What follows belongs to an exercise in optimizing a design on an open flow for small area; a production flow would make more cautious choices. In this exercise RTL edits were held to simulation tests only and were not proved equivalent to the original. The flow treats the clock pin as an ideal source, which a real chip does not have.

## design/flow/design.v

```verilog
module sbox_s (x, y);
  input [3:0] x;
  output [3:0] y;
  wire n4, n5, n6, n8, n9, n10, n13, n14, n17, n20, n22, n30;
  c_nand2 g4 (.A(x[3]), .B(x[3]), .Y(n4));
  c_nand2 g5 (.A(x[0]), .B(x[3]), .Y(n5));
  c_nor2 g6 (.A(x[2]), .B(x[2]), .Y(n6));
  c_xor2 g8 (.A(x[1]), .B(n5), .X(n8));
  c_o21ai g9 (.A1(x[0]), .A2(x[3]), .B1(n5), .Y(n9));
  c_o22ai g10 (.A1(n6), .A2(n9), .B1(n8), .B2(x[2]), .Y(n10));
  c_a22oi g13 (.A1(x[2]), .A2(n4), .B1(x[3]), .B2(n6), .Y(n13));
  c_nor2 g14 (.A(n8), .B(n6), .Y(n14));
  c_a22oi g17 (.A1(n13), .A2(x[0]), .B1(x[2]), .B2(n9), .Y(n17));
  c_xor2 g20 (.A(n13), .B(n8), .X(n20));
  c_o22ai g22 (.A1(n4), .A2(n8), .B1(n17), .B2(n14), .Y(n22));
  c_o22ai g30 (.A1(n14), .A2(n9), .B1(n17), .B2(n8), .Y(n30));
  assign y[0] = n20;
  assign y[1] = n30;
  assign y[2] = n10;
  assign y[3] = n22;
endmodule
module sbox_k (x, y);
  input [3:0] x;
  output [3:0] y;
  wire n4, n5, n6, n7, n8, n12, n13, n14, n16, n19, n22, n30;
  c_xor2 g4 (.A(x[0]), .B(x[3]), .X(n4));
  c_nand2 g5 (.A(x[3]), .B(n4), .Y(n5));
  c_xnor2 g6 (.A(n5), .B(x[2]), .Y(n6));
  c_o21a g7 (.A1(x[0]), .A2(x[1]), .B1(x[2]), .X(n7));
  c_xor2 g8 (.A(x[1]), .B(n6), .X(n8));
  c_a21oi g12 (.A1(x[3]), .A2(n8), .B1(n7), .Y(n12));
  c_a22o g13 (.A1(n4), .A2(x[2]), .B1(x[3]), .B2(n5), .X(n13));
  c_o21a g14 (.A1(n6), .A2(x[0]), .B1(n12), .X(n14));
  c_nand2 g16 (.A(x[1]), .B(n13), .Y(n16));
  c_o21ai g19 (.A1(n7), .A2(n4), .B1(n16), .Y(n19));
  c_o22ai g22 (.A1(x[3]), .A2(n12), .B1(n7), .B2(n14), .Y(n22));
  c_o22ai g30 (.A1(n13), .A2(x[1]), .B1(n12), .B2(n4), .Y(n30));
  assign y[0] = n8;
  assign y[1] = n19;
  assign y[2] = n30;
  assign y[3] = n22;
endmodule
module c_a21oi (A1, A2, B1, Y);
input A1;
input A2;
input B1;
output Y;
assign Y = (~A1&~B1) | (~A2&~B1);
endmodule
module c_a22o (A1, A2, B1, B2, X);
input A1;
input A2;
input B1;
input B2;
output X;
assign X = (B1&B2) | (A1&A2);
endmodule
module c_a22oi (A1, A2, B1, B2, Y);
input A1;
input A2;
input B1;
input B2;
output Y;
assign Y = (~A1&~B1) | (~A1&~B2) | (~A2&~B1) | (~A2&~B2);
endmodule
module c_clkinv (A, Y);
input A;
output Y;
assign Y = (~A);
endmodule
module c_nand2 (A, B, Y);
input A;
input B;
output Y;
assign Y = (~A) | (~B);
endmodule
module c_nand3 (A, B, C, Y);
input A;
input B;
input C;
output Y;
assign Y = (~A) | (~B) | (~C);
endmodule
module c_nand4 (A, B, C, D, Y);
input A;
input B;
input C;
input D;
output Y;
assign Y = (~A) | (~B) | (~C) | (~D);
endmodule
module c_nor2 (A, B, Y);
input A;
input B;
output Y;
assign Y = (~A&~B);
endmodule
module c_o21a (A1, A2, B1, X);
input A1;
input A2;
input B1;
output X;
assign X = (A1&B1) | (A2&B1);
endmodule
module c_o21ai (A1, A2, B1, Y);
input A1;
input A2;
input B1;
output Y;
assign Y = (~A1&~A2) | (~B1);
endmodule
module c_o22a (A1, A2, B1, B2, X);
input A1;
input A2;
input B1;
input B2;
output X;
assign X = (A1&B1) | (A2&B1) | (A1&B2) | (A2&B2);
endmodule
module c_o22ai (A1, A2, B1, B2, Y);
input A1;
input A2;
input B1;
input B2;
output Y;
assign Y = (~B1&~B2) | (~A1&~A2);
endmodule
module c_xnor2 (A, B, Y);
input A;
input B;
output Y;
assign Y = (~A&~B) | (A&B);
endmodule
module c_xor2 (A, B, X);
input A;
input B;
output X;
assign X = (A&~B) | (~A&B);
endmodule
module counter (clk, reset, count);
  input clk;
  input reset;
  output reg [4:0] count;
  wire [4:0] n;
  wire e1, a2, e2, a3, e3, a4, e4;
  c_nor2 u_n0 (.A(reset), .B(count[0]), .Y(n[0]));
  c_xnor2 u_e1 (.A(count[1]), .B(count[0]), .Y(e1));
  c_nor2 u_n1 (.A(reset), .B(e1), .Y(n[1]));
  c_nand2 u_a2 (.A(count[1]), .B(count[0]), .Y(a2));
  c_xor2 u_e2 (.A(count[2]), .B(a2), .X(e2));
  c_nor2 u_n2 (.A(reset), .B(e2), .Y(n[2]));
  c_nand3 u_a3 (.A(count[2]), .B(count[1]), .C(count[0]), .Y(a3));
  c_xor2 u_e3 (.A(count[3]), .B(a3), .X(e3));
  c_nor2 u_n3 (.A(reset), .B(e3), .Y(n[3]));
  c_nand4 u_a4 (.A(count[3]), .B(count[2]), .C(count[1]), .D(count[0]), .Y(a4));
  c_xor2 u_e4 (.A(count[4]), .B(a4), .X(e4));
  c_nor2 u_n4 (.A(reset), .B(e4), .Y(n[4]));
  always @(posedge clk)
    count <= n;
endmodule
module boron_top (clk, plain_txt, key_in, cipher_txt, select, count1, reset);
input [63:0] plain_txt;
input [127:0] key_in;
input clk, select, reset;
output [63:0] cipher_txt;
output [4:0] count1;
reg [63:0] state_n;
reg [127:0] key;
wire [4:0] count;
wire ns;
wire [63:0] si, so, x;
wire [63:0] nstate_n;
wire [127:0] s, nkey;
wire [15:0] t1, t2;
assign count1 = count;
counter c2 (clk, reset, count);
c_clkinv u_ns (.A(select), .Y(ns));
always @(posedge clk) begin
  state_n <= nstate_n;
  key <= nkey;
end
c_xnor2 u_si0 (.A(state_n[0]), .B(key[0]), .Y(si[0]));
c_xnor2 u_si1 (.A(state_n[1]), .B(key[1]), .Y(si[1]));
c_xnor2 u_si2 (.A(state_n[2]), .B(key[2]), .Y(si[2]));
c_xnor2 u_si3 (.A(state_n[3]), .B(key[3]), .Y(si[3]));
c_xnor2 u_si4 (.A(state_n[4]), .B(key[4]), .Y(si[4]));
c_xnor2 u_si5 (.A(state_n[5]), .B(key[5]), .Y(si[5]));
c_xnor2 u_si6 (.A(state_n[6]), .B(key[6]), .Y(si[6]));
c_xnor2 u_si7 (.A(state_n[7]), .B(key[7]), .Y(si[7]));
c_xnor2 u_si8 (.A(state_n[8]), .B(key[8]), .Y(si[8]));
c_xnor2 u_si9 (.A(state_n[9]), .B(key[9]), .Y(si[9]));
c_xnor2 u_si10 (.A(state_n[10]), .B(key[10]), .Y(si[10]));
c_xnor2 u_si11 (.A(state_n[11]), .B(key[11]), .Y(si[11]));
c_xnor2 u_si12 (.A(state_n[12]), .B(key[12]), .Y(si[12]));
c_xnor2 u_si13 (.A(state_n[13]), .B(key[13]), .Y(si[13]));
c_xnor2 u_si14 (.A(state_n[14]), .B(key[14]), .Y(si[14]));
c_xnor2 u_si15 (.A(state_n[15]), .B(key[15]), .Y(si[15]));
c_xnor2 u_si16 (.A(state_n[16]), .B(key[16]), .Y(si[16]));
c_xnor2 u_si17 (.A(state_n[17]), .B(key[17]), .Y(si[17]));
c_xnor2 u_si18 (.A(state_n[18]), .B(key[18]), .Y(si[18]));
c_xnor2 u_si19 (.A(state_n[19]), .B(key[19]), .Y(si[19]));
c_xnor2 u_si20 (.A(state_n[20]), .B(key[20]), .Y(si[20]));
c_xnor2 u_si21 (.A(state_n[21]), .B(key[21]), .Y(si[21]));
c_xnor2 u_si22 (.A(state_n[22]), .B(key[22]), .Y(si[22]));
c_xnor2 u_si23 (.A(state_n[23]), .B(key[23]), .Y(si[23]));
c_xnor2 u_si24 (.A(state_n[24]), .B(key[24]), .Y(si[24]));
c_xnor2 u_si25 (.A(state_n[25]), .B(key[25]), .Y(si[25]));
c_xnor2 u_si26 (.A(state_n[26]), .B(key[26]), .Y(si[26]));
c_xnor2 u_si27 (.A(state_n[27]), .B(key[27]), .Y(si[27]));
c_xnor2 u_si28 (.A(state_n[28]), .B(key[28]), .Y(si[28]));
c_xnor2 u_si29 (.A(state_n[29]), .B(key[29]), .Y(si[29]));
c_xnor2 u_si30 (.A(state_n[30]), .B(key[30]), .Y(si[30]));
c_xnor2 u_si31 (.A(state_n[31]), .B(key[31]), .Y(si[31]));
c_xnor2 u_si32 (.A(state_n[32]), .B(key[32]), .Y(si[32]));
c_xnor2 u_si33 (.A(state_n[33]), .B(key[33]), .Y(si[33]));
c_xnor2 u_si34 (.A(state_n[34]), .B(key[34]), .Y(si[34]));
c_xnor2 u_si35 (.A(state_n[35]), .B(key[35]), .Y(si[35]));
c_xnor2 u_si36 (.A(state_n[36]), .B(key[36]), .Y(si[36]));
c_xnor2 u_si37 (.A(state_n[37]), .B(key[37]), .Y(si[37]));
c_xnor2 u_si38 (.A(state_n[38]), .B(key[38]), .Y(si[38]));
c_xnor2 u_si39 (.A(state_n[39]), .B(key[39]), .Y(si[39]));
c_xnor2 u_si40 (.A(state_n[40]), .B(key[40]), .Y(si[40]));
c_xnor2 u_si41 (.A(state_n[41]), .B(key[41]), .Y(si[41]));
c_xnor2 u_si42 (.A(state_n[42]), .B(key[42]), .Y(si[42]));
c_xnor2 u_si43 (.A(state_n[43]), .B(key[43]), .Y(si[43]));
c_xnor2 u_si44 (.A(state_n[44]), .B(key[44]), .Y(si[44]));
c_xnor2 u_si45 (.A(state_n[45]), .B(key[45]), .Y(si[45]));
c_xnor2 u_si46 (.A(state_n[46]), .B(key[46]), .Y(si[46]));
c_xnor2 u_si47 (.A(state_n[47]), .B(key[47]), .Y(si[47]));
c_xnor2 u_si48 (.A(state_n[48]), .B(key[48]), .Y(si[48]));
c_xnor2 u_si49 (.A(state_n[49]), .B(key[49]), .Y(si[49]));
c_xnor2 u_si50 (.A(state_n[50]), .B(key[50]), .Y(si[50]));
c_xnor2 u_si51 (.A(state_n[51]), .B(key[51]), .Y(si[51]));
c_xnor2 u_si52 (.A(state_n[52]), .B(key[52]), .Y(si[52]));
c_xnor2 u_si53 (.A(state_n[53]), .B(key[53]), .Y(si[53]));
c_xnor2 u_si54 (.A(state_n[54]), .B(key[54]), .Y(si[54]));
c_xnor2 u_si55 (.A(state_n[55]), .B(key[55]), .Y(si[55]));
c_xnor2 u_si56 (.A(state_n[56]), .B(key[56]), .Y(si[56]));
c_xnor2 u_si57 (.A(state_n[57]), .B(key[57]), .Y(si[57]));
c_xnor2 u_si58 (.A(state_n[58]), .B(key[58]), .Y(si[58]));
c_xnor2 u_si59 (.A(state_n[59]), .B(key[59]), .Y(si[59]));
c_xnor2 u_si60 (.A(state_n[60]), .B(key[60]), .Y(si[60]));
c_xnor2 u_si61 (.A(state_n[61]), .B(key[61]), .Y(si[61]));
c_xnor2 u_si62 (.A(state_n[62]), .B(key[62]), .Y(si[62]));
c_xnor2 u_si63 (.A(state_n[63]), .B(key[63]), .Y(si[63]));
assign cipher_txt = si;
sbox_s u_sb0 (.x(si[3:0]), .y(so[3:0]));
sbox_s u_sb1 (.x(si[7:4]), .y(so[7:4]));
sbox_s u_sb2 (.x(si[11:8]), .y(so[11:8]));
sbox_s u_sb3 (.x(si[15:12]), .y(so[15:12]));
sbox_s u_sb4 (.x(si[19:16]), .y(so[19:16]));
sbox_s u_sb5 (.x(si[23:20]), .y(so[23:20]));
sbox_s u_sb6 (.x(si[27:24]), .y(so[27:24]));
sbox_s u_sb7 (.x(si[31:28]), .y(so[31:28]));
sbox_s u_sb8 (.x(si[35:32]), .y(so[35:32]));
sbox_s u_sb9 (.x(si[39:36]), .y(so[39:36]));
sbox_s u_sb10 (.x(si[43:40]), .y(so[43:40]));
sbox_s u_sb11 (.x(si[47:44]), .y(so[47:44]));
sbox_s u_sb12 (.x(si[51:48]), .y(so[51:48]));
sbox_s u_sb13 (.x(si[55:52]), .y(so[55:52]));
sbox_s u_sb14 (.x(si[59:56]), .y(so[59:56]));
sbox_s u_sb15 (.x(si[63:60]), .y(so[63:60]));
c_xor2 u_t1_0 (.A(so[33]), .B(so[7]), .X(t1[0]));
c_xnor2 u_t2_0 (.A(so[63]), .B(so[20]), .Y(t2[0]));
c_xnor2 u_x63_0 (.A(so[63]), .B(t1[0]), .Y(x[48]));
assign x[32] = t1[0];
assign x[16] = t2[0];
c_xnor2 u_x15_0 (.A(t2[0]), .B(so[7]), .Y(x[0]));
c_xnor2 u_t1_1 (.A(so[34]), .B(so[8]), .Y(t1[1]));
c_xnor2 u_t2_1 (.A(so[48]), .B(so[21]), .Y(t2[1]));
c_xor2 u_x63_1 (.A(so[48]), .B(t1[1]), .X(x[49]));
assign x[33] = t1[1];
assign x[17] = t2[1];
c_xor2 u_x15_1 (.A(t2[1]), .B(so[8]), .X(x[1]));
c_xor2 u_t1_2 (.A(so[35]), .B(so[9]), .X(t1[2]));
c_xor2 u_t2_2 (.A(so[49]), .B(so[22]), .X(t2[2]));
c_xnor2 u_x63_2 (.A(so[49]), .B(t1[2]), .Y(x[50]));
assign x[34] = t1[2];
assign x[18] = t2[2];
c_xnor2 u_x15_2 (.A(t2[2]), .B(so[9]), .Y(x[2]));
c_xnor2 u_t1_3 (.A(so[36]), .B(so[10]), .Y(t1[3]));
c_xor2 u_t2_3 (.A(so[50]), .B(so[23]), .X(t2[3]));
c_xnor2 u_x63_3 (.A(so[50]), .B(t1[3]), .Y(x[51]));
assign x[35] = t1[3];
assign x[19] = t2[3];
c_xnor2 u_x15_3 (.A(t2[3]), .B(so[10]), .Y(x[3]));
c_xor2 u_t1_4 (.A(so[37]), .B(so[11]), .X(t1[4]));
c_xnor2 u_t2_4 (.A(so[51]), .B(so[24]), .Y(t2[4]));
c_xnor2 u_x63_4 (.A(so[51]), .B(t1[4]), .Y(x[52]));
assign x[36] = t1[4];
assign x[20] = t2[4];
c_xnor2 u_x15_4 (.A(t2[4]), .B(so[11]), .Y(x[4]));
c_xnor2 u_t1_5 (.A(so[38]), .B(so[12]), .Y(t1[5]));
c_xnor2 u_t2_5 (.A(so[52]), .B(so[25]), .Y(t2[5]));
c_xor2 u_x63_5 (.A(so[52]), .B(t1[5]), .X(x[53]));
assign x[37] = t1[5];
assign x[21] = t2[5];
c_xor2 u_x15_5 (.A(t2[5]), .B(so[12]), .X(x[5]));
c_xor2 u_t1_6 (.A(so[39]), .B(so[13]), .X(t1[6]));
c_xor2 u_t2_6 (.A(so[53]), .B(so[26]), .X(t2[6]));
c_xnor2 u_x63_6 (.A(so[53]), .B(t1[6]), .Y(x[54]));
assign x[38] = t1[6];
assign x[22] = t2[6];
c_xnor2 u_x15_6 (.A(t2[6]), .B(so[13]), .Y(x[6]));
c_xnor2 u_t1_7 (.A(so[40]), .B(so[14]), .Y(t1[7]));
c_xor2 u_t2_7 (.A(so[54]), .B(so[27]), .X(t2[7]));
c_xnor2 u_x63_7 (.A(so[54]), .B(t1[7]), .Y(x[55]));
assign x[39] = t1[7];
assign x[23] = t2[7];
c_xnor2 u_x15_7 (.A(t2[7]), .B(so[14]), .Y(x[7]));
c_xor2 u_t1_8 (.A(so[41]), .B(so[15]), .X(t1[8]));
c_xnor2 u_t2_8 (.A(so[55]), .B(so[28]), .Y(t2[8]));
c_xnor2 u_x63_8 (.A(so[55]), .B(t1[8]), .Y(x[56]));
assign x[40] = t1[8];
assign x[24] = t2[8];
c_xnor2 u_x15_8 (.A(t2[8]), .B(so[15]), .Y(x[8]));
c_xnor2 u_t1_9 (.A(so[42]), .B(so[0]), .Y(t1[9]));
c_xnor2 u_t2_9 (.A(so[56]), .B(so[29]), .Y(t2[9]));
c_xor2 u_x63_9 (.A(so[56]), .B(t1[9]), .X(x[57]));
assign x[41] = t1[9];
assign x[25] = t2[9];
c_xor2 u_x15_9 (.A(t2[9]), .B(so[0]), .X(x[9]));
c_xor2 u_t1_10 (.A(so[43]), .B(so[1]), .X(t1[10]));
c_xor2 u_t2_10 (.A(so[57]), .B(so[30]), .X(t2[10]));
c_xnor2 u_x63_10 (.A(so[57]), .B(t1[10]), .Y(x[58]));
assign x[42] = t1[10];
assign x[26] = t2[10];
c_xnor2 u_x15_10 (.A(t2[10]), .B(so[1]), .Y(x[10]));
c_xnor2 u_t1_11 (.A(so[44]), .B(so[2]), .Y(t1[11]));
c_xor2 u_t2_11 (.A(so[58]), .B(so[31]), .X(t2[11]));
c_xnor2 u_x63_11 (.A(so[58]), .B(t1[11]), .Y(x[59]));
assign x[43] = t1[11];
assign x[27] = t2[11];
c_xnor2 u_x15_11 (.A(t2[11]), .B(so[2]), .Y(x[11]));
c_xor2 u_t1_12 (.A(so[45]), .B(so[3]), .X(t1[12]));
c_xnor2 u_t2_12 (.A(so[59]), .B(so[16]), .Y(t2[12]));
c_xnor2 u_x63_12 (.A(so[59]), .B(t1[12]), .Y(x[60]));
assign x[44] = t1[12];
assign x[28] = t2[12];
c_xnor2 u_x15_12 (.A(t2[12]), .B(so[3]), .Y(x[12]));
c_xnor2 u_t1_13 (.A(so[46]), .B(so[4]), .Y(t1[13]));
c_xnor2 u_t2_13 (.A(so[60]), .B(so[17]), .Y(t2[13]));
c_xor2 u_x63_13 (.A(so[60]), .B(t1[13]), .X(x[61]));
assign x[45] = t1[13];
assign x[29] = t2[13];
c_xor2 u_x15_13 (.A(t2[13]), .B(so[4]), .X(x[13]));
c_xor2 u_t1_14 (.A(so[47]), .B(so[5]), .X(t1[14]));
c_xor2 u_t2_14 (.A(so[61]), .B(so[18]), .X(t2[14]));
c_xnor2 u_x63_14 (.A(so[61]), .B(t1[14]), .Y(x[62]));
assign x[46] = t1[14];
assign x[30] = t2[14];
c_xnor2 u_x15_14 (.A(t2[14]), .B(so[5]), .Y(x[14]));
c_xnor2 u_t1_15 (.A(so[32]), .B(so[6]), .Y(t1[15]));
c_xor2 u_t2_15 (.A(so[62]), .B(so[19]), .X(t2[15]));
c_xnor2 u_x63_15 (.A(so[62]), .B(t1[15]), .Y(x[63]));
assign x[47] = t1[15];
assign x[31] = t2[15];
c_xnor2 u_x15_15 (.A(t2[15]), .B(so[6]), .Y(x[15]));
c_o22ai u_ms0 (.A1(select), .A2(x[0]), .B1(ns), .B2(plain_txt[0]), .Y(nstate_n[0]));
c_o22ai u_ms1 (.A1(select), .A2(x[1]), .B1(ns), .B2(plain_txt[1]), .Y(nstate_n[1]));
c_o22ai u_ms2 (.A1(select), .A2(x[2]), .B1(ns), .B2(plain_txt[2]), .Y(nstate_n[2]));
c_o22ai u_ms3 (.A1(select), .A2(x[3]), .B1(ns), .B2(plain_txt[3]), .Y(nstate_n[3]));
c_o22ai u_ms4 (.A1(select), .A2(x[4]), .B1(ns), .B2(plain_txt[4]), .Y(nstate_n[4]));
c_o22ai u_ms5 (.A1(select), .A2(x[5]), .B1(ns), .B2(plain_txt[5]), .Y(nstate_n[5]));
c_o22ai u_ms6 (.A1(select), .A2(x[6]), .B1(ns), .B2(plain_txt[6]), .Y(nstate_n[6]));
c_o22ai u_ms7 (.A1(select), .A2(x[7]), .B1(ns), .B2(plain_txt[7]), .Y(nstate_n[7]));
c_o22ai u_ms8 (.A1(select), .A2(x[8]), .B1(ns), .B2(plain_txt[8]), .Y(nstate_n[8]));
c_o22ai u_ms9 (.A1(select), .A2(x[9]), .B1(ns), .B2(plain_txt[9]), .Y(nstate_n[9]));
c_o22ai u_ms10 (.A1(select), .A2(x[10]), .B1(ns), .B2(plain_txt[10]), .Y(nstate_n[10]));
c_o22ai u_ms11 (.A1(select), .A2(x[11]), .B1(ns), .B2(plain_txt[11]), .Y(nstate_n[11]));
c_o22ai u_ms12 (.A1(select), .A2(x[12]), .B1(ns), .B2(plain_txt[12]), .Y(nstate_n[12]));
c_o22ai u_ms13 (.A1(select), .A2(x[13]), .B1(ns), .B2(plain_txt[13]), .Y(nstate_n[13]));
c_o22ai u_ms14 (.A1(select), .A2(x[14]), .B1(ns), .B2(plain_txt[14]), .Y(nstate_n[14]));
c_o22ai u_ms15 (.A1(select), .A2(x[15]), .B1(ns), .B2(plain_txt[15]), .Y(nstate_n[15]));
c_o22ai u_ms16 (.A1(select), .A2(x[16]), .B1(ns), .B2(plain_txt[16]), .Y(nstate_n[16]));
c_o22ai u_ms17 (.A1(select), .A2(x[17]), .B1(ns), .B2(plain_txt[17]), .Y(nstate_n[17]));
c_o22ai u_ms18 (.A1(select), .A2(x[18]), .B1(ns), .B2(plain_txt[18]), .Y(nstate_n[18]));
c_o22ai u_ms19 (.A1(select), .A2(x[19]), .B1(ns), .B2(plain_txt[19]), .Y(nstate_n[19]));
c_o22ai u_ms20 (.A1(select), .A2(x[20]), .B1(ns), .B2(plain_txt[20]), .Y(nstate_n[20]));
c_o22ai u_ms21 (.A1(select), .A2(x[21]), .B1(ns), .B2(plain_txt[21]), .Y(nstate_n[21]));
c_o22ai u_ms22 (.A1(select), .A2(x[22]), .B1(ns), .B2(plain_txt[22]), .Y(nstate_n[22]));
c_o22ai u_ms23 (.A1(select), .A2(x[23]), .B1(ns), .B2(plain_txt[23]), .Y(nstate_n[23]));
c_o22ai u_ms24 (.A1(select), .A2(x[24]), .B1(ns), .B2(plain_txt[24]), .Y(nstate_n[24]));
c_o22ai u_ms25 (.A1(select), .A2(x[25]), .B1(ns), .B2(plain_txt[25]), .Y(nstate_n[25]));
c_o22ai u_ms26 (.A1(select), .A2(x[26]), .B1(ns), .B2(plain_txt[26]), .Y(nstate_n[26]));
c_o22ai u_ms27 (.A1(select), .A2(x[27]), .B1(ns), .B2(plain_txt[27]), .Y(nstate_n[27]));
c_o22ai u_ms28 (.A1(select), .A2(x[28]), .B1(ns), .B2(plain_txt[28]), .Y(nstate_n[28]));
c_o22ai u_ms29 (.A1(select), .A2(x[29]), .B1(ns), .B2(plain_txt[29]), .Y(nstate_n[29]));
c_o22ai u_ms30 (.A1(select), .A2(x[30]), .B1(ns), .B2(plain_txt[30]), .Y(nstate_n[30]));
c_o22ai u_ms31 (.A1(select), .A2(x[31]), .B1(ns), .B2(plain_txt[31]), .Y(nstate_n[31]));
c_o22ai u_ms32 (.A1(select), .A2(x[32]), .B1(ns), .B2(plain_txt[32]), .Y(nstate_n[32]));
c_o22ai u_ms33 (.A1(select), .A2(x[33]), .B1(ns), .B2(plain_txt[33]), .Y(nstate_n[33]));
c_o22ai u_ms34 (.A1(select), .A2(x[34]), .B1(ns), .B2(plain_txt[34]), .Y(nstate_n[34]));
c_o22ai u_ms35 (.A1(select), .A2(x[35]), .B1(ns), .B2(plain_txt[35]), .Y(nstate_n[35]));
c_o22ai u_ms36 (.A1(select), .A2(x[36]), .B1(ns), .B2(plain_txt[36]), .Y(nstate_n[36]));
c_o22ai u_ms37 (.A1(select), .A2(x[37]), .B1(ns), .B2(plain_txt[37]), .Y(nstate_n[37]));
c_o22ai u_ms38 (.A1(select), .A2(x[38]), .B1(ns), .B2(plain_txt[38]), .Y(nstate_n[38]));
c_o22ai u_ms39 (.A1(select), .A2(x[39]), .B1(ns), .B2(plain_txt[39]), .Y(nstate_n[39]));
c_o22ai u_ms40 (.A1(select), .A2(x[40]), .B1(ns), .B2(plain_txt[40]), .Y(nstate_n[40]));
c_o22ai u_ms41 (.A1(select), .A2(x[41]), .B1(ns), .B2(plain_txt[41]), .Y(nstate_n[41]));
c_o22ai u_ms42 (.A1(select), .A2(x[42]), .B1(ns), .B2(plain_txt[42]), .Y(nstate_n[42]));
c_o22ai u_ms43 (.A1(select), .A2(x[43]), .B1(ns), .B2(plain_txt[43]), .Y(nstate_n[43]));
c_o22ai u_ms44 (.A1(select), .A2(x[44]), .B1(ns), .B2(plain_txt[44]), .Y(nstate_n[44]));
c_o22ai u_ms45 (.A1(select), .A2(x[45]), .B1(ns), .B2(plain_txt[45]), .Y(nstate_n[45]));
c_o22ai u_ms46 (.A1(select), .A2(x[46]), .B1(ns), .B2(plain_txt[46]), .Y(nstate_n[46]));
c_o22ai u_ms47 (.A1(select), .A2(x[47]), .B1(ns), .B2(plain_txt[47]), .Y(nstate_n[47]));
c_o22ai u_ms48 (.A1(select), .A2(x[48]), .B1(ns), .B2(plain_txt[48]), .Y(nstate_n[48]));
c_o22ai u_ms49 (.A1(select), .A2(x[49]), .B1(ns), .B2(plain_txt[49]), .Y(nstate_n[49]));
c_o22ai u_ms50 (.A1(select), .A2(x[50]), .B1(ns), .B2(plain_txt[50]), .Y(nstate_n[50]));
c_o22ai u_ms51 (.A1(select), .A2(x[51]), .B1(ns), .B2(plain_txt[51]), .Y(nstate_n[51]));
c_o22ai u_ms52 (.A1(select), .A2(x[52]), .B1(ns), .B2(plain_txt[52]), .Y(nstate_n[52]));
c_o22ai u_ms53 (.A1(select), .A2(x[53]), .B1(ns), .B2(plain_txt[53]), .Y(nstate_n[53]));
c_o22ai u_ms54 (.A1(select), .A2(x[54]), .B1(ns), .B2(plain_txt[54]), .Y(nstate_n[54]));
c_o22ai u_ms55 (.A1(select), .A2(x[55]), .B1(ns), .B2(plain_txt[55]), .Y(nstate_n[55]));
c_o22ai u_ms56 (.A1(select), .A2(x[56]), .B1(ns), .B2(plain_txt[56]), .Y(nstate_n[56]));
c_o22ai u_ms57 (.A1(select), .A2(x[57]), .B1(ns), .B2(plain_txt[57]), .Y(nstate_n[57]));
c_o22ai u_ms58 (.A1(select), .A2(x[58]), .B1(ns), .B2(plain_txt[58]), .Y(nstate_n[58]));
c_o22ai u_ms59 (.A1(select), .A2(x[59]), .B1(ns), .B2(plain_txt[59]), .Y(nstate_n[59]));
c_o22ai u_ms60 (.A1(select), .A2(x[60]), .B1(ns), .B2(plain_txt[60]), .Y(nstate_n[60]));
c_o22ai u_ms61 (.A1(select), .A2(x[61]), .B1(ns), .B2(plain_txt[61]), .Y(nstate_n[61]));
c_o22ai u_ms62 (.A1(select), .A2(x[62]), .B1(ns), .B2(plain_txt[62]), .Y(nstate_n[62]));
c_o22ai u_ms63 (.A1(select), .A2(x[63]), .B1(ns), .B2(plain_txt[63]), .Y(nstate_n[63]));
assign s = {key[114:0], key[127:115]};
wire [127:0] ks;
sbox_k u_ks0 (.x(s[3:0]), .y(ks[3:0]));
sbox_k u_ks1 (.x(s[7:4]), .y(ks[7:4]));
assign ks[58:8] = s[58:8];
c_xor2 u_kc0 (.A(s[59]), .B(count[0]), .X(ks[59]));
c_xor2 u_kc1 (.A(s[60]), .B(count[1]), .X(ks[60]));
c_xor2 u_kc2 (.A(s[61]), .B(count[2]), .X(ks[61]));
c_xor2 u_kc3 (.A(s[62]), .B(count[3]), .X(ks[62]));
c_xor2 u_kc4 (.A(s[63]), .B(count[4]), .X(ks[63]));
assign ks[127:64] = s[127:64];
c_o22a u_mk0 (.A1(select), .A2(ks[0]), .B1(ns), .B2(key_in[0]), .X(nkey[0]));
c_o22a u_mk1 (.A1(select), .A2(ks[1]), .B1(ns), .B2(key_in[1]), .X(nkey[1]));
c_o22a u_mk2 (.A1(select), .A2(ks[2]), .B1(ns), .B2(key_in[2]), .X(nkey[2]));
c_o22a u_mk3 (.A1(select), .A2(ks[3]), .B1(ns), .B2(key_in[3]), .X(nkey[3]));
c_o22a u_mk4 (.A1(select), .A2(ks[4]), .B1(ns), .B2(key_in[4]), .X(nkey[4]));
c_o22a u_mk5 (.A1(select), .A2(ks[5]), .B1(ns), .B2(key_in[5]), .X(nkey[5]));
c_o22a u_mk6 (.A1(select), .A2(ks[6]), .B1(ns), .B2(key_in[6]), .X(nkey[6]));
c_o22a u_mk7 (.A1(select), .A2(ks[7]), .B1(ns), .B2(key_in[7]), .X(nkey[7]));
c_o22a u_mk8 (.A1(select), .A2(ks[8]), .B1(ns), .B2(key_in[8]), .X(nkey[8]));
c_o22a u_mk9 (.A1(select), .A2(ks[9]), .B1(ns), .B2(key_in[9]), .X(nkey[9]));
c_o22a u_mk10 (.A1(select), .A2(ks[10]), .B1(ns), .B2(key_in[10]), .X(nkey[10]));
c_o22a u_mk11 (.A1(select), .A2(ks[11]), .B1(ns), .B2(key_in[11]), .X(nkey[11]));
c_o22a u_mk12 (.A1(select), .A2(ks[12]), .B1(ns), .B2(key_in[12]), .X(nkey[12]));
c_o22a u_mk13 (.A1(select), .A2(ks[13]), .B1(ns), .B2(key_in[13]), .X(nkey[13]));
c_o22a u_mk14 (.A1(select), .A2(ks[14]), .B1(ns), .B2(key_in[14]), .X(nkey[14]));
c_o22a u_mk15 (.A1(select), .A2(ks[15]), .B1(ns), .B2(key_in[15]), .X(nkey[15]));
c_o22a u_mk16 (.A1(select), .A2(ks[16]), .B1(ns), .B2(key_in[16]), .X(nkey[16]));
c_o22a u_mk17 (.A1(select), .A2(ks[17]), .B1(ns), .B2(key_in[17]), .X(nkey[17]));
c_o22a u_mk18 (.A1(select), .A2(ks[18]), .B1(ns), .B2(key_in[18]), .X(nkey[18]));
c_o22a u_mk19 (.A1(select), .A2(ks[19]), .B1(ns), .B2(key_in[19]), .X(nkey[19]));
c_o22a u_mk20 (.A1(select), .A2(ks[20]), .B1(ns), .B2(key_in[20]), .X(nkey[20]));
c_o22a u_mk21 (.A1(select), .A2(ks[21]), .B1(ns), .B2(key_in[21]), .X(nkey[21]));
c_o22a u_mk22 (.A1(select), .A2(ks[22]), .B1(ns), .B2(key_in[22]), .X(nkey[22]));
c_o22a u_mk23 (.A1(select), .A2(ks[23]), .B1(ns), .B2(key_in[23]), .X(nkey[23]));
c_o22a u_mk24 (.A1(select), .A2(ks[24]), .B1(ns), .B2(key_in[24]), .X(nkey[24]));
c_o22a u_mk25 (.A1(select), .A2(ks[25]), .B1(ns), .B2(key_in[25]), .X(nkey[25]));
c_o22a u_mk26 (.A1(select), .A2(ks[26]), .B1(ns), .B2(key_in[26]), .X(nkey[26]));
c_o22a u_mk27 (.A1(select), .A2(ks[27]), .B1(ns), .B2(key_in[27]), .X(nkey[27]));
c_o22a u_mk28 (.A1(select), .A2(ks[28]), .B1(ns), .B2(key_in[28]), .X(nkey[28]));
c_o22a u_mk29 (.A1(select), .A2(ks[29]), .B1(ns), .B2(key_in[29]), .X(nkey[29]));
c_o22a u_mk30 (.A1(select), .A2(ks[30]), .B1(ns), .B2(key_in[30]), .X(nkey[30]));
c_o22a u_mk31 (.A1(select), .A2(ks[31]), .B1(ns), .B2(key_in[31]), .X(nkey[31]));
c_o22a u_mk32 (.A1(select), .A2(ks[32]), .B1(ns), .B2(key_in[32]), .X(nkey[32]));
c_o22a u_mk33 (.A1(select), .A2(ks[33]), .B1(ns), .B2(key_in[33]), .X(nkey[33]));
c_o22a u_mk34 (.A1(select), .A2(ks[34]), .B1(ns), .B2(key_in[34]), .X(nkey[34]));
c_o22a u_mk35 (.A1(select), .A2(ks[35]), .B1(ns), .B2(key_in[35]), .X(nkey[35]));
c_o22a u_mk36 (.A1(select), .A2(ks[36]), .B1(ns), .B2(key_in[36]), .X(nkey[36]));
c_o22a u_mk37 (.A1(select), .A2(ks[37]), .B1(ns), .B2(key_in[37]), .X(nkey[37]));
c_o22a u_mk38 (.A1(select), .A2(ks[38]), .B1(ns), .B2(key_in[38]), .X(nkey[38]));
c_o22a u_mk39 (.A1(select), .A2(ks[39]), .B1(ns), .B2(key_in[39]), .X(nkey[39]));
c_o22a u_mk40 (.A1(select), .A2(ks[40]), .B1(ns), .B2(key_in[40]), .X(nkey[40]));
c_o22a u_mk41 (.A1(select), .A2(ks[41]), .B1(ns), .B2(key_in[41]), .X(nkey[41]));
c_o22a u_mk42 (.A1(select), .A2(ks[42]), .B1(ns), .B2(key_in[42]), .X(nkey[42]));
c_o22a u_mk43 (.A1(select), .A2(ks[43]), .B1(ns), .B2(key_in[43]), .X(nkey[43]));
c_o22a u_mk44 (.A1(select), .A2(ks[44]), .B1(ns), .B2(key_in[44]), .X(nkey[44]));
c_o22a u_mk45 (.A1(select), .A2(ks[45]), .B1(ns), .B2(key_in[45]), .X(nkey[45]));
c_o22a u_mk46 (.A1(select), .A2(ks[46]), .B1(ns), .B2(key_in[46]), .X(nkey[46]));
c_o22a u_mk47 (.A1(select), .A2(ks[47]), .B1(ns), .B2(key_in[47]), .X(nkey[47]));
c_o22a u_mk48 (.A1(select), .A2(ks[48]), .B1(ns), .B2(key_in[48]), .X(nkey[48]));
c_o22a u_mk49 (.A1(select), .A2(ks[49]), .B1(ns), .B2(key_in[49]), .X(nkey[49]));
c_o22a u_mk50 (.A1(select), .A2(ks[50]), .B1(ns), .B2(key_in[50]), .X(nkey[50]));
c_o22a u_mk51 (.A1(select), .A2(ks[51]), .B1(ns), .B2(key_in[51]), .X(nkey[51]));
c_o22a u_mk52 (.A1(select), .A2(ks[52]), .B1(ns), .B2(key_in[52]), .X(nkey[52]));
c_o22a u_mk53 (.A1(select), .A2(ks[53]), .B1(ns), .B2(key_in[53]), .X(nkey[53]));
c_o22a u_mk54 (.A1(select), .A2(ks[54]), .B1(ns), .B2(key_in[54]), .X(nkey[54]));
c_o22a u_mk55 (.A1(select), .A2(ks[55]), .B1(ns), .B2(key_in[55]), .X(nkey[55]));
c_o22a u_mk56 (.A1(select), .A2(ks[56]), .B1(ns), .B2(key_in[56]), .X(nkey[56]));
c_o22a u_mk57 (.A1(select), .A2(ks[57]), .B1(ns), .B2(key_in[57]), .X(nkey[57]));
c_o22a u_mk58 (.A1(select), .A2(ks[58]), .B1(ns), .B2(key_in[58]), .X(nkey[58]));
c_o22a u_mk59 (.A1(select), .A2(ks[59]), .B1(ns), .B2(key_in[59]), .X(nkey[59]));
c_o22a u_mk60 (.A1(select), .A2(ks[60]), .B1(ns), .B2(key_in[60]), .X(nkey[60]));
c_o22a u_mk61 (.A1(select), .A2(ks[61]), .B1(ns), .B2(key_in[61]), .X(nkey[61]));
c_o22a u_mk62 (.A1(select), .A2(ks[62]), .B1(ns), .B2(key_in[62]), .X(nkey[62]));
c_o22a u_mk63 (.A1(select), .A2(ks[63]), .B1(ns), .B2(key_in[63]), .X(nkey[63]));
c_o22a u_mk64 (.A1(select), .A2(ks[64]), .B1(ns), .B2(key_in[64]), .X(nkey[64]));
c_o22a u_mk65 (.A1(select), .A2(ks[65]), .B1(ns), .B2(key_in[65]), .X(nkey[65]));
c_o22a u_mk66 (.A1(select), .A2(ks[66]), .B1(ns), .B2(key_in[66]), .X(nkey[66]));
c_o22a u_mk67 (.A1(select), .A2(ks[67]), .B1(ns), .B2(key_in[67]), .X(nkey[67]));
c_o22a u_mk68 (.A1(select), .A2(ks[68]), .B1(ns), .B2(key_in[68]), .X(nkey[68]));
c_o22a u_mk69 (.A1(select), .A2(ks[69]), .B1(ns), .B2(key_in[69]), .X(nkey[69]));
c_o22a u_mk70 (.A1(select), .A2(ks[70]), .B1(ns), .B2(key_in[70]), .X(nkey[70]));
c_o22a u_mk71 (.A1(select), .A2(ks[71]), .B1(ns), .B2(key_in[71]), .X(nkey[71]));
c_o22a u_mk72 (.A1(select), .A2(ks[72]), .B1(ns), .B2(key_in[72]), .X(nkey[72]));
c_o22a u_mk73 (.A1(select), .A2(ks[73]), .B1(ns), .B2(key_in[73]), .X(nkey[73]));
c_o22a u_mk74 (.A1(select), .A2(ks[74]), .B1(ns), .B2(key_in[74]), .X(nkey[74]));
c_o22a u_mk75 (.A1(select), .A2(ks[75]), .B1(ns), .B2(key_in[75]), .X(nkey[75]));
c_o22a u_mk76 (.A1(select), .A2(ks[76]), .B1(ns), .B2(key_in[76]), .X(nkey[76]));
c_o22a u_mk77 (.A1(select), .A2(ks[77]), .B1(ns), .B2(key_in[77]), .X(nkey[77]));
c_o22a u_mk78 (.A1(select), .A2(ks[78]), .B1(ns), .B2(key_in[78]), .X(nkey[78]));
c_o22a u_mk79 (.A1(select), .A2(ks[79]), .B1(ns), .B2(key_in[79]), .X(nkey[79]));
c_o22a u_mk80 (.A1(select), .A2(ks[80]), .B1(ns), .B2(key_in[80]), .X(nkey[80]));
c_o22a u_mk81 (.A1(select), .A2(ks[81]), .B1(ns), .B2(key_in[81]), .X(nkey[81]));
c_o22a u_mk82 (.A1(select), .A2(ks[82]), .B1(ns), .B2(key_in[82]), .X(nkey[82]));
c_o22a u_mk83 (.A1(select), .A2(ks[83]), .B1(ns), .B2(key_in[83]), .X(nkey[83]));
c_o22a u_mk84 (.A1(select), .A2(ks[84]), .B1(ns), .B2(key_in[84]), .X(nkey[84]));
c_o22a u_mk85 (.A1(select), .A2(ks[85]), .B1(ns), .B2(key_in[85]), .X(nkey[85]));
c_o22a u_mk86 (.A1(select), .A2(ks[86]), .B1(ns), .B2(key_in[86]), .X(nkey[86]));
c_o22a u_mk87 (.A1(select), .A2(ks[87]), .B1(ns), .B2(key_in[87]), .X(nkey[87]));
c_o22a u_mk88 (.A1(select), .A2(ks[88]), .B1(ns), .B2(key_in[88]), .X(nkey[88]));
c_o22a u_mk89 (.A1(select), .A2(ks[89]), .B1(ns), .B2(key_in[89]), .X(nkey[89]));
c_o22a u_mk90 (.A1(select), .A2(ks[90]), .B1(ns), .B2(key_in[90]), .X(nkey[90]));
c_o22a u_mk91 (.A1(select), .A2(ks[91]), .B1(ns), .B2(key_in[91]), .X(nkey[91]));
c_o22a u_mk92 (.A1(select), .A2(ks[92]), .B1(ns), .B2(key_in[92]), .X(nkey[92]));
c_o22a u_mk93 (.A1(select), .A2(ks[93]), .B1(ns), .B2(key_in[93]), .X(nkey[93]));
c_o22a u_mk94 (.A1(select), .A2(ks[94]), .B1(ns), .B2(key_in[94]), .X(nkey[94]));
c_o22a u_mk95 (.A1(select), .A2(ks[95]), .B1(ns), .B2(key_in[95]), .X(nkey[95]));
c_o22a u_mk96 (.A1(select), .A2(ks[96]), .B1(ns), .B2(key_in[96]), .X(nkey[96]));
c_o22a u_mk97 (.A1(select), .A2(ks[97]), .B1(ns), .B2(key_in[97]), .X(nkey[97]));
c_o22a u_mk98 (.A1(select), .A2(ks[98]), .B1(ns), .B2(key_in[98]), .X(nkey[98]));
c_o22a u_mk99 (.A1(select), .A2(ks[99]), .B1(ns), .B2(key_in[99]), .X(nkey[99]));
c_o22a u_mk100 (.A1(select), .A2(ks[100]), .B1(ns), .B2(key_in[100]), .X(nkey[100]));
c_o22a u_mk101 (.A1(select), .A2(ks[101]), .B1(ns), .B2(key_in[101]), .X(nkey[101]));
c_o22a u_mk102 (.A1(select), .A2(ks[102]), .B1(ns), .B2(key_in[102]), .X(nkey[102]));
c_o22a u_mk103 (.A1(select), .A2(ks[103]), .B1(ns), .B2(key_in[103]), .X(nkey[103]));
c_o22a u_mk104 (.A1(select), .A2(ks[104]), .B1(ns), .B2(key_in[104]), .X(nkey[104]));
c_o22a u_mk105 (.A1(select), .A2(ks[105]), .B1(ns), .B2(key_in[105]), .X(nkey[105]));
c_o22a u_mk106 (.A1(select), .A2(ks[106]), .B1(ns), .B2(key_in[106]), .X(nkey[106]));
c_o22a u_mk107 (.A1(select), .A2(ks[107]), .B1(ns), .B2(key_in[107]), .X(nkey[107]));
c_o22a u_mk108 (.A1(select), .A2(ks[108]), .B1(ns), .B2(key_in[108]), .X(nkey[108]));
c_o22a u_mk109 (.A1(select), .A2(ks[109]), .B1(ns), .B2(key_in[109]), .X(nkey[109]));
c_o22a u_mk110 (.A1(select), .A2(ks[110]), .B1(ns), .B2(key_in[110]), .X(nkey[110]));
c_o22a u_mk111 (.A1(select), .A2(ks[111]), .B1(ns), .B2(key_in[111]), .X(nkey[111]));
c_o22a u_mk112 (.A1(select), .A2(ks[112]), .B1(ns), .B2(key_in[112]), .X(nkey[112]));
c_o22a u_mk113 (.A1(select), .A2(ks[113]), .B1(ns), .B2(key_in[113]), .X(nkey[113]));
c_o22a u_mk114 (.A1(select), .A2(ks[114]), .B1(ns), .B2(key_in[114]), .X(nkey[114]));
c_o22a u_mk115 (.A1(select), .A2(ks[115]), .B1(ns), .B2(key_in[115]), .X(nkey[115]));
c_o22a u_mk116 (.A1(select), .A2(ks[116]), .B1(ns), .B2(key_in[116]), .X(nkey[116]));
c_o22a u_mk117 (.A1(select), .A2(ks[117]), .B1(ns), .B2(key_in[117]), .X(nkey[117]));
c_o22a u_mk118 (.A1(select), .A2(ks[118]), .B1(ns), .B2(key_in[118]), .X(nkey[118]));
c_o22a u_mk119 (.A1(select), .A2(ks[119]), .B1(ns), .B2(key_in[119]), .X(nkey[119]));
c_o22a u_mk120 (.A1(select), .A2(ks[120]), .B1(ns), .B2(key_in[120]), .X(nkey[120]));
c_o22a u_mk121 (.A1(select), .A2(ks[121]), .B1(ns), .B2(key_in[121]), .X(nkey[121]));
c_o22a u_mk122 (.A1(select), .A2(ks[122]), .B1(ns), .B2(key_in[122]), .X(nkey[122]));
c_o22a u_mk123 (.A1(select), .A2(ks[123]), .B1(ns), .B2(key_in[123]), .X(nkey[123]));
c_o22a u_mk124 (.A1(select), .A2(ks[124]), .B1(ns), .B2(key_in[124]), .X(nkey[124]));
c_o22a u_mk125 (.A1(select), .A2(ks[125]), .B1(ns), .B2(key_in[125]), .X(nkey[125]));
c_o22a u_mk126 (.A1(select), .A2(ks[126]), .B1(ns), .B2(key_in[126]), .X(nkey[126]));
c_o22a u_mk127 (.A1(select), .A2(ks[127]), .B1(ns), .B2(key_in[127]), .X(nkey[127]));
endmodule
```

## design/flow/flow/run.sh

```bash
#!/bin/bash
# Own layout flow: the standard synthesis, then the standard ORFS steps with
# smaller port buffers, synthesis buffers removed, every cell first downsized to
# its smallest drive strength, and a clock tree of small buffers,
# shrunk after CTS while the flip-flop clock slew stays low.
set -euo pipefail
cd "$(dirname "$0")/.."
F=$PWD/flow
bash standard.sh synth > synth.log 2>&1
bash standard.sh \
  REMOVE_ABC_BUFFERS=1 \
  POST_FLOORPLAN_TCL=$F/post_floorplan.tcl \
  POST_CTS_TCL=$F/post_cts.tcl \
  BUFFER_PORTS_ARGS="-buffer_cell sky130_fd_sc_hd__buf_1" \
  CTS_ARGS="-sink_clustering_enable -repair_clock_nets -dont_use_dummy_load -buf_list sky130_fd_sc_hd__clkbuf_8" \
  finish > layout.log 2>&1
```

## design/flow/flow/downsize.tcl

```tcl
proc my_downsize_all {} {
  set dont_use {}
  if { [info exists ::env(DONT_USE_CELLS)] } { set dont_use $::env(DONT_USE_CELLS) }
  set best [dict create]
  set n 0
  set saved 0.0
  foreach inst [get_cells *] {
    set lc [get_lib_cells -of_objects $inst]
    set name [get_name $lc]
    if { ![regexp {^(sky130_fd_sc_hd__[a-z0-9]+)_[0-9]+$} $name -> fam] } { continue }
    if { [string match "*df*" $fam] || [string match "*tap*" $fam] || [string match "*conb*" $fam] } { continue }
    if { ![dict exists $best $fam] } {
      set bc ""
      set ba 1e9
      foreach c [get_lib_cells ${fam}_*] {
        set cn [get_name $c]
        if { ![regexp "^${fam}_\[0-9\]+\$" $cn] } { continue }
        if { [lsearch -exact $dont_use $cn] >= 0 } { continue }
        set a [get_property $c area]
        if { $a < $ba } { set ba $a; set bc $cn }
      }
      dict set best $fam [list $bc $ba]
    }
    lassign [dict get $best $fam] bc ba
    if { $bc ne "" && $bc ne $name } {
      set a0 [get_property $lc area]
      if { $ba < $a0 } {
        replace_cell $inst $bc
        incr n
        set saved [expr { $saved + $a0 - $ba }]
      }
    }
  }
  puts "my_downsize_all: resized $n cells, saved $saved um^2"
}
my_downsize_all
```

## design/flow/flow/post_cts.tcl

```tcl
proc my_max_clk_slew {} {
  set m 0.0
  foreach p [get_pins -hierarchical */CLK] {
    set s [get_property $p slew_max]
    if { $s > $m } { set m $s }
  }
  return $m
}
proc my_shrink_clock_buffers { limit } {
  estimate_parasitics -placement
  puts "my_shrink_clock_buffers: start max clk slew [my_max_clk_slew]"
  foreach to {sky130_fd_sc_hd__clkbuf_4 sky130_fd_sc_hd__clkbuf_2} {
    foreach inst [get_cells *] {
      # only the buffers CTS made (named clkbuf_*), not port or repair buffers
      if { ![string match clkbuf_* [get_name $inst]] } { continue }
      set from [get_property $inst ref_name]
      if { ![string match sky130_fd_sc_hd__clkbuf_* $from] } { continue }
      if { $from eq $to } { continue }
      if { [get_property [get_lib_cells $from] area] <= [get_property [get_lib_cells $to] area] } { continue }
      replace_cell $inst $to
      estimate_parasitics -placement
      if { [my_max_clk_slew] > $limit } {
        replace_cell $inst $from
        estimate_parasitics -placement
      } else {
        puts "my_shrink_clock_buffers: [get_name $inst] $from -> $to"
      }
    }
  }
  puts "my_shrink_clock_buffers: end max clk slew [my_max_clk_slew]"
}
my_shrink_clock_buffers 0.121
```

## design/flow/flow/post_floorplan.tcl

```tcl
source [file join [file dirname [info script]] downsize.tcl]
```

## design/flow/standard.sh

```bash
#!/bin/bash
# synth_recipe.tcl (not shown) runs the flow's synth.tcl, then flattens the netlist and writes it again
# the make line also repeats each setting of config.mk as NAME=value (left out here)
make -C /OpenROAD-flow-scripts/flow DESIGN_CONFIG=/design/flow/config.mk WORK_HOME=/design/flow/orfs CLKGATE_MAP_FILE= SYNTH_SCRIPT=/design/flow/synth_recipe.tcl "${@:-finish}"
```

## design/flow/config.mk

```make
export PLATFORM = sky130hd
export DESIGN_NAME = boron_top
export DESIGN_NICKNAME = boron_top
export VERILOG_FILES = /design/flow/design.v
export SDC_FILE = /design/flow/constraint.sdc
export NUM_CORES = 4
export LEC_CHECK = 0
export CAP_MARGIN = 20
export CORE_MARGIN = 2
export CORE_UTILIZATION = 70
export SLEW_MARGIN = 20
export SYNTH_HIERARCHICAL = 1
```

## design/flow/constraint.sdc

```tcl
create_clock -name core_clock -period 5.0 [get_ports {clk}]
set_input_delay 1.0000 -clock core_clock [delete_from_list [all_inputs] [get_ports {clk}]]
set_output_delay 1.0000 -clock core_clock [all_outputs]
set_load 0.01 [all_outputs]
```

==> metrics.cfg, run 1 <==
[synthesis]
synth_edf_count = 0
synth.avg_cell_area_um2 = 10.6
netlist_top_cells_area = dfxtp_1, o22a_1, xnor2_1
synth_cells = 823
seq_area_frac_synth_pct = 45.3
synth_top_area_cell = dfxtp_1
synth-seq-cells = 197
synth_area_um2 = 8710
synth_common_cells = dfxtp_1, o22a_1, o22ai_1
async_flop_share_pct = 0
ys_types = 16
synth_ff_type = dfxtp_1
yosysWarningCount = 8
synth_top_area_share_pct = 45.3
yosysMostFrequentCell = dfxtp_1

[global_route]
grt_use_total_pct = 32.8
grt_pass1_vias = 6576
grt_pass1_wl_mm = 33.3
antenna_found_initial = 1
grt.overflow.total = 0
grt_max_degree = 143

[placed_design]
dpl.hpwl_mm = 16.5
portBuffers = 263
routabilityCongestion = 0.966
place_ws_ps = 1780

[run_status]
status = complete, no violations

[hold_path]
min_path_type = reg -> reg
min_path_cells = 1

[timing]
setup_ws_ps = 2310
fin_tns_setup_ps = 0
skew_ps = 34.0
fin_crit_sh_pct = 53.8
min_period_ps = 2690
hold_ws_ps = 451
fmax_mhz = 372
drv_slew = 0
slew_headroom_pct = 32.3
finalHoldViolations = 0
setup_viol = 0
rsz0062_at_grt = false
worst_pin_slew_ps = 1020

[critical_path]
arrival_ps = 3120
r2r_cells = 8
crit_end = state_n[12]
r2r-start = key[59]
r2r_slack_ps = 2310
path_class = reg -> reg
worstReg2RegEnd = state_n[12]
critical_path.startpoint = key[59]
worstPathRequired_ps = 5430
path_max_fanout = 6
startpoint_type = flip-flop
endpoint_kind = flip-flop

[floorplan]
chipHeight_um = 116
rows = 40
initial_utilization_pct = 72.2
die-area_um2 = 13400
coreArea_um2 = 12100
die_x_um = 116
io_pins = 264

[drt]
firstDrtPassIters = 6
totalWireLength_mm = 22.0
drcViolationCount = 0
dr_total_vias = 7127
wire_per_inst_um = 18.3
ant_nets = 0
routed_via_density = 5.92
first_iter_violations = 606

[layout]
drive_above_1_share_pct = 2.22
area_delta_synth_final_pct = 8.13
fill_cells = 904
finalNetCount = 1232
fin_util_pct = 78.1

[cts]
clk_pin_slew_worst_paths_ps = 100
cts_tree = done
cts_sinks = 197
clock_latency_ps = 580

[flow_run]
drv_cap = 0

==> layout make-up <==
type | count | area [um^2] | area share [%]
multi-input combinational | 553 | 4060 | 43.1
sequential | 197 | 3940 | 41.9
timing repair buffer | 267 | 1020 | 10.8
tap | 168 | 210 | 2.23
clock buffer | 17 | 178 | 1.89
inverter | 1 | 8.76 | 0.0930
antenna | 1 | 2.50 | 0.0266
==> layer usage <==
metal  share of wire, %  track usage, %
met1                 40            39.4
met2                 48            54.4
met3                9.1            10.8
met4                2.9            13.2
met5                  0               0
==> through the flow <==
stage	instances	cell area, um^2
3_3_place_gp	1186	9240
2_1_floorplan	751	8170
5_1_grt	1204	9420
3_5_place_dp	1186	9240
6_report	1204	9420
==> cell usage in the layout, fill, tap and decap left out, drive strengths merged, types with 2 or more instances in the layout <==
cell,Yosys,routed
a21oi,2,2
a22o,2,2
a22oi,32,32
buf,72,266
clkbuf,0,18
dfxtp,197,197
nand2,37,37
nor2,37,37
o21a,4,4
o21ai,18,18
o22a,128,128
o22ai,116,116
xnor2,107,107
xor2,68,68
==> how the worst min path moves through the flow <==
| stage | from | endpoint |
|---|---|---|
| floorplan | key[87] | key[100] |
| global placement | key[79] | key[92] |
| detailed placement | key[64] | key[77] |
| global route | key[106] | key[119] |
| finish | key[88] | key[101] |
==> kinds of logic after synthesis <==
| group | synth area share (%) |
|---|---|
| AOI/OAI and AO/OA | 27.6 |
| xor gates and xnor gates | 17.6 |
| buffers and inverters | 6.25 |
| DFF | 45.3 |
| and+or+nand+nor | 3.32 |
==> state kept, by name (all words and copies together), names as in the netlist <==
register	count
key	128
state_n	64
c2.count	5
==> Yosys stat by module (local to each module, per instance), a selection <==
module | flip-flops and latches | cells
c_nand2 | 0 | 1
counter | 5 | 5
c_o22ai | 0 | 1
c_o21a | 0 | 1
c_a22o | 0 | 1
c_a21oi | 0 | 1
c_xor2 | 0 | 1
c_nand3 | 0 | 1
c_o22a | 0 | 1
sbox_s | 0 | 4
boron_top | 192 | 192
sbox_k | 0 | 4
c_o21ai | 0 | 1
c_a22oi | 0 | 1
==> worst max-delay path, cell delays in order, from the launching register on <==
cell and delay (ps):
dfxtp_1 390, xnor2_1 450, nand2_1 170, xor2_1 420, nor2_1 110, o22ai_1 380
xnor2_1 210, xnor2_1 290, o22ai_1 130
==> run 2: changes to the inputs <==
--- a/design/flow/design.v
+++ b/design/flow/design.v
@@ -2,18 +2,18 @@
   input [3:0] x;
   output [3:0] y;
-  wire n4, n5, n6, n8, n9, n10, n13, n14, n17, n20, n22, n30;
-  c_nand2 g4 (.A(x[3]), .B(x[3]), .Y(n4));
+  wire n4, n5, n6, n8, n9, n10, n13, n14, n17, n21, n22, n30;
+  c_clkinv g4 (.A(x[3]), .Y(n4));
   c_nand2 g5 (.A(x[0]), .B(x[3]), .Y(n5));
-  c_nor2 g6 (.A(x[2]), .B(x[2]), .Y(n6));
-  c_xor2 g8 (.A(x[1]), .B(n5), .X(n8));
-  c_o21ai g9 (.A1(x[0]), .A2(x[3]), .B1(n5), .Y(n9));
-  c_o22ai g10 (.A1(n6), .A2(n9), .B1(n8), .B2(x[2]), .Y(n10));
-  c_a22oi g13 (.A1(x[2]), .A2(n4), .B1(x[3]), .B2(n6), .Y(n13));
+  c_clkinv g6 (.A(x[2]), .Y(n6));
+  c_xor2 g8 (.A(n5), .B(x[1]), .X(n8));
+  c_o21ai g9 (.A1(x[3]), .A2(x[0]), .B1(n5), .Y(n9));
+  c_o22ai g10 (.A1(n9), .A2(n6), .B1(x[2]), .B2(n8), .Y(n10));
+  c_o22ai g13 (.A1(n6), .A2(n4), .B1(x[2]), .B2(x[3]), .Y(n13));
   c_nor2 g14 (.A(n8), .B(n6), .Y(n14));
-  c_a22oi g17 (.A1(n13), .A2(x[0]), .B1(x[2]), .B2(n9), .Y(n17));
-  c_xor2 g20 (.A(n13), .B(n8), .X(n20));
-  c_o22ai g22 (.A1(n4), .A2(n8), .B1(n17), .B2(n14), .Y(n22));
-  c_o22ai g30 (.A1(n14), .A2(n9), .B1(n17), .B2(n8), .Y(n30));
-  assign y[0] = n20;
+  c_a22oi g17 (.A1(x[0]), .A2(n13), .B1(n9), .B2(x[2]), .Y(n17));
+  c_xor2 g21 (.A(n8), .B(n13), .X(n21));
+  c_o22ai g22 (.A1(n8), .A2(n4), .B1(n14), .B2(n17), .Y(n22));
+  c_o22ai g30 (.A1(n14), .A2(n9), .B1(n8), .B2(n10), .Y(n30));
+  assign y[0] = n21;
   assign y[1] = n30;
   assign y[2] = n10;
==> metrics.cfg, run 2 <==
[synthesis]
synth_common_cells = dfxtp_1, o22ai_1, o22a_1  ; was dfxtp_1, o22a_1, o22ai_1
synth.avg_cell_area_um2 = 10.5  ; was 10.6 um^2
synth_ff_type = dfxtp_1  ; unchanged
synth_area_um2 = 8610  ; was 8710 um^2
async_flop_share_pct = 0  ; unchanged
synth_top_area_share_pct = 45.8  ; was 45.3%
synth-seq-cells = 197  ; unchanged
synth_top_area_cell = dfxtp_1  ; unchanged
yosysWarningCount = 8  ; unchanged
synth_edf_count = 0  ; unchanged
ys_types = 16  ; unchanged
netlist_top_cells_area = dfxtp_1, o22a_1, xnor2_1  ; unchanged
seq_area_frac_synth_pct = 45.8  ; was 45.3%
synth_cells = 823  ; unchanged
yosysMostFrequentCell = dfxtp_1  ; unchanged

[critical_path]
endpoint_kind = flip-flop  ; unchanged
path_class = reg -> reg  ; unchanged
path_max_fanout = 5  ; was 6
startpoint_type = flip-flop  ; unchanged
worstPathRequired_ps = 5430  ; about the same
arrival_ps = 3080  ; was 3120 ps

[floorplan]
io_pins = 264  ; unchanged
die_x_um = 115  ; was 116 um
rows = 40  ; unchanged
coreArea_um2 = 12000  ; was 12,100 um^2
chipHeight_um = 115  ; was 116 um
initial_utilization_pct = 71.7  ; was 72.2%
die-area_um2 = 13200  ; was 13,400 um^2

[global_route]
grt_use_total_pct = 32.0  ; was 32.8%
grt_max_degree = 130  ; was 143
grt_pass1_vias = 6444  ; was 6,576
grt.overflow.total = 0  ; unchanged
grt_pass1_wl_mm = 32.2  ; was 33.3 mm
antenna_found_initial = 1  ; unchanged

[placed_design]
dp_cells = 1165  ; was 1,186
portBuffers = 263  ; unchanged
routabilityCongestion = 0.923  ; was 0.966
place_ws_ps = 2090  ; was 1780 ps
dpl.hpwl_mm = 16.1  ; was 16.5 mm

[timing]
rsz0062_at_grt = false  ; unchanged
drv_slew = 0  ; unchanged
setup_ws_ps = 2360  ; was 2310 ps
hold_ws_ps = 420  ; was 451 ps
worst_pin_slew_ps = 942  ; was 1020 ps
slew_headroom_pct = 37.2  ; was 32.3%
fin_tns_setup_ps = 0  ; unchanged
skew_ps = 45.2  ; was 34.0 ps
finalHoldViolations = 0  ; unchanged
fmax_mhz = 378  ; was 372 MHz
setup_viol = 0  ; unchanged
fin_crit_sh_pct = 52.9  ; was 53.8%
min_period_ps = 2640  ; was 2690 ps

[drt]
first_iter_violations = 793  ; was 606
dr_total_vias = 7077  ; was 7,127
wl_met1_mm = 8.84  ; was 8.75 mm
met3_length_mm = 2.03  ; was 2.01 mm
totalWireLength_mm = 21.3  ; was 22.0 mm
wire_per_inst_um = 18.0  ; was 18.3 um
firstDrtPassIters = 6  ; unchanged
ant_nets = 0  ; unchanged
drcViolationCount = 0  ; unchanged
routed_via_density = 5.98  ; was 5.92
dr_wl_met2_mm = 9.65  ; was 10.6 mm
maxUsedRoutingLayer = met4  ; unchanged

[cts]
clk_pin_slew_worst_paths_ps = 110  ; was 100 ps
cts_tree = done  ; unchanged
cts_sinks = 197  ; unchanged
clock_latency_ps = 620  ; was 580 ps

[flow_run]
drv_cap = 0  ; unchanged

[hold_path]
min_path_type = reg -> reg  ; unchanged

[layout]
drive_above_1_share_pct = 2.22  ; unchanged
largest_register = key  ; unchanged
largest_register_ffs = 128  ; unchanged
reg_top3 = key: 128 flops, state_n: 64 flops, c2.count: 5 flops  ; unchanged
fin_cells = 1183  ; was 1,204
finalNetCount = 1232  ; unchanged
final_common_cell = buf_1  ; unchanged
final_cell_mix = buf_1, dfxtp_1, o22ai_1  ; was buf_1, dfxtp_1, o22a_1
area_delta_synth_final_pct = 9.07  ; was 8.13%

[run_status]
status = complete, no violations  ; unchanged

==> run 2: metal layers <==
layer	vias up	GRT usage, %
met5	-	0
met4	0	15.5
met3	46	9.23
met2	331	49.0
met1	3296	41.9
li1	3404	-
==> run 2: metrics by stage <==
step | cell area (um^2) | utilization (%)
2_1_floorplan | 8070 | -
3_3_place_gp | 9190 | 76.5
3_5_place_dp | 9190 | 76.5
5_1_grt | 9390 | 78.2
6_report | 9390 | 78.2
==> run 2: logic make-up (layout without fill, tap and decap cells) <==
family                 count (synthesis)  count (layout)  synth area share (%)
other                                  0               1                     0
AND/OR/NAND/NOR                       44              44                  1.96
buffers and inverters                105             317                  7.71
AO/OA/AOI/OAI                        302             302                  26.7
XOR/XNOR                             175             175                  17.8
flip-flops                           197             197                  45.8
==> run 2: cell type report <==
type                    instances  area, um^2
diodes                          1        2.50
clock buffers                  17         196
fillers                       910        2620
inverters                      33         129
multi-input cells             521        3920
flip-flops and latches        197        3940
well taps                     147         184
repair buffers                267        1020
==> run 2: modules after synthesis (local to each module, per instance), excerpt <==
module | cells inside | flops+latches | cell area [um^2] | times used
c_a22o | 1 | 0 | 8.76 | 2
c_a22oi | 1 | 0 | 12.5 | 16
c_clkinv | 1 | 0 | 3.75 | 33
c_nor2 | 1 | 0 | 3.75 | 21
c_o21a | 1 | 0 | 7.51 | 4
c_o21ai | 1 | 0 | 5.00 | 18
c_xor2 | 1 | 0 | 8.76 | 68
sbox_k | 4 | 0 | 30.0 | 2
==> run 2: final timing paths <==
path	start	to	slack [ps]	cells after the start
setup / recovery	key[3]	state_n[58]	2360	8
hold / removal	key[103]	key[116]	420	1
setup reg to reg	key[3]	state_n[58]	2360	8
hold reg to reg	key[103]	key[116]	420	1
==> run 2: worst max-delay path, stage by stage (launching register included) <==
cell	delay, ps
dfxtp_1	350
xnor2_1	400
nand2_1	140
xor2_1	390
o22ai_1	260
o22ai_1	390
xor2_1	310
xnor2_1	160
o22ai_1	90

[what the ideal ports hide]
The flow's constraints put no driver on any port. The routed layouts listed below were extracted and timed again, unchanged, in two steps.
Step 1 (the two cells are an assumption about what drives the block):
set clk [get_ports {clk}]
set_driving_cell -lib_cell sky130_fd_sc_hd__clkbuf_16 $clk
set_driving_cell -lib_cell sky130_fd_sc_hd__buf_2 [delete_from_list [all_inputs] $clk]
Step 2 moves the port delays by t, midway between the first and last clock arrival at a register: inputs arrive t later, outputs are due t later. That takes back most of the time a late clock gives input paths.
Slacks: ideal / step 1 / step 2; pairs: ideal / step 1.
run | t (ns) | slack for setup (ns) | cell pins on the clock port's net
run 1 | 0.605 | 2.308 / 2.288 / 1.744 | 1
run 2 | 0.640 | 2.355 / 2.319 / 2.020 | 1
After both steps setup and hold are still met in every run listed. For run 1, which loses most, drivers alone change the setup slack by -0.020 ns; drivers and shift together by -0.564 ns.
